This is an optimization exercise on Yosys and OpenROAD, whose aim is small area and a short achievable clock period, not a production implementation.
The RTL was checked by simulation tests, not by an equivalence proof against the original design.
Power is estimated from default activity; no workload was simulated.

Design mcdf, start of the top module:
module mcdf(
  input clk_i,
  input rstn_i,
  input [1:0]  cmd_i,
  input [8-1:0] cmd_addr_i,
  input [32-1:0] cmd_data_i,
  output[32-1:0] cmd_data_o,
  input [31:0] ch0_data_i,
  input  ch0_vld_i,
  input [31:0] ch1_data_i,
  input  ch1_vld_i,
  input [31:0] ch2_data_i,
  input  ch2_vld_i,
  output  ch0_ready_o,
  output  ch1_ready_o,
  output  ch2_ready_o,
  input  fmt_grant_i,
  output [1:0] fmt_chid_o,
  output fmt_req_o,
  output [5:0]  fmt_length_o,
  output [31:0] fmt_data_o,
  output fmt_start_o,
  output fmt_end_o );
reg [5:0] cfg0_r, cfg1_r, cfg2_r;      
reg [5:0] mar0_r, mar1_r, mar2_r;      
reg [5:0] rdata_r;                     
wire wr_cmd = (cmd_i == 2'b10);
wire rd_cmd = (cmd_i == 2'b01);
wire wr0 = wr_cmd & (cmd_addr_i == 8'h00);
wire wr1 = wr_cmd & (cmd_addr_i == 8'h04);
wire wr2 = wr_cmd & (cmd_addr_i == 8'h08);
wire [5:0] cfg0_nx = wr0 ? cmd_data_i[5:0] : cfg0_r;
wire [5:0] cfg1_nx = wr1 ? cmd_data_i[5:0] : cfg1_r;
wire [5:0] cfg2_nx = wr2 ? cmd_data_i[5:0] : cfg2_r;
wire [5:0] free0, free1, free2;
always @(posedge clk_i or negedge rstn_i) begin
  if (!rstn_i) begin
    cfg0_r <= 6'h07; cfg1_r <= 6'h07; cfg2_r <= 6'h07;
    mar0_r <= 6'd32; mar1_r <= 6'd32; mar2_r <= 6'd32;
    rdata_r <= 6'd0;
  end else begin
    cfg0_r <= cfg0_nx; cfg1_r <= cfg1_nx; cfg2_r <= cfg2_nx;
    mar0_r <= free0; mar1_r <= free1; mar2_r <= free2;
    if (rd_cmd)
      case (cmd_addr_i)
        8'h00: rdata_r <= cfg0_r;
        8'h04: rdata_r <= cfg1_r;
        8'h08: rdata_r <= cfg2_r;
        8'h10:  rdata_r <= mar0_r;
        8'h14:  rdata_r <= mar1_r;
        8'h18:  rdata_r <= mar2_r;
        default: ;
      endcase
  ...
==> flow/config.mk <==
export PLATFORM = sky130hd
export DESIGN_NAME = mcdf
export DESIGN_NICKNAME = mcdf
export VERILOG_FILES = /design/flow/design.v
export SDC_FILE = /design/flow/constraint.sdc
export NUM_CORES = 8
export LEC_CHECK = 0
export CAP_MARGIN = 20
export CORE_MARGIN = 2
export CORE_UTILIZATION = 40
export CTS_BUF_LIST = sky130_fd_sc_hd__clkbuf_8
export CTS_CLUSTER_DIAMETER = 100
export CTS_CLUSTER_SIZE = 16
export SETUP_SLACK_MARGIN = 4.8
export SLEW_MARGIN = 20
==> flow/constraint.sdc <==
create_clock -name core_clock -period 8.0 [get_ports {clk_i}]
set_input_delay 1.6000 -clock core_clock [delete_from_list [all_inputs] [get_ports {clk_i}]]
set_output_delay 1.6000 -clock core_clock [all_outputs]
set_load 0.01 [all_outputs]
run.sh (not shown) runs the stock make flow with config.mk's settings and CLKGATE_MAP_FILE= SYNTH_SCRIPT=/design/flow/synth_recipe.tcl, a recipe that flattens the netlist after the stock synthesis.
Next try:
- CORE_UTILIZATION: 40 -> 50
- CTS_BUF_LIST: sky130_fd_sc_hd__clkbuf_8 -> unset
- CTS_CLUSTER_SIZE: 16 -> 20
Effect:
- The changed run went through all stages and came out clean
- synthesized area stays the same
- total power goes up by 5.7%
- synthesized cell count does not change
- design area increases by about 0.5%
- combinational power barely changes
- via count goes down by about 0.7%
- global-route usage came out higher by 5.4 points
- setup slack is better by 0.23 ns
- cell count drops by 8.3%
- clock skew went down by 0.044 ns
Next try:
- CORE_UTILIZATION: 50 -> 40
The new run passed the timing, DRC and antenna checks.
Worst hold slack degrades by 0.011 ns.
Sequential cell count is unchanged.
Power stays flat.
Next try:
- SETUP_SLACK_MARGIN: 4.8 -> 5.0
The changed run completed with no timing, DRC or antenna violations.
Clock power is about the same.
Routed wire length rose by 0.64%.
Design area is about the same.
Setup slack gets worse by 0.023 ns.
Combinational power rose by about 2%.
Clock skew rose by 0.0078 ns.
Worst hold slack gets better by 0.0081 ns.
First-iteration DRC count fell by 3.0%.
Area after synthesis is unchanged.
Die area stays the same.
Utilization stays flat.

afterwards: timing with drivers on the ports:
The results above use ideal ports. As a check the final layouts listed here were re-extracted and re-timed, cells and wires unchanged.
Step 1 assumes that a clkbuf_16 drives the clock port and a buf_2 every other input.
Step 2 adds t to the input delays and takes it off the output delays; t is the mean of the earliest and latest rising clock arrival at the registers after step 1. Input paths then give back, and output paths get back, about the clock's delay inside the block.
a / b / c = ideal / step 1 / step 2; a / b = the first two.
run | t (ns) | setup slack, ns | slew at the worst register clock pin (ns) | worst slew at a driven data input, ns | cell pins on the clock port's net
the first run | 1.231 | 4.432 / 4.319 / 3.808 | 0.11 / 0.11 | 0.25 | 1
the second run | 1.019 | 4.662 / 4.549 / 3.840 | 0.09 / 0.09 | 0.25 | 1
the third run | 1.048 | 4.616 / 4.493 / 3.818 | 0.09 / 0.09 | 0.27 | 1
the fourth run | 1.006 | 4.592 / 4.483 / 4.023 | 0.09 / 0.09 | 0.28 | 1
After both steps setup and hold are still met in every run listed. The setup slack of the second run, which loses most, moves by -0.113 ns with the drivers and by -0.822 ns with both steps.
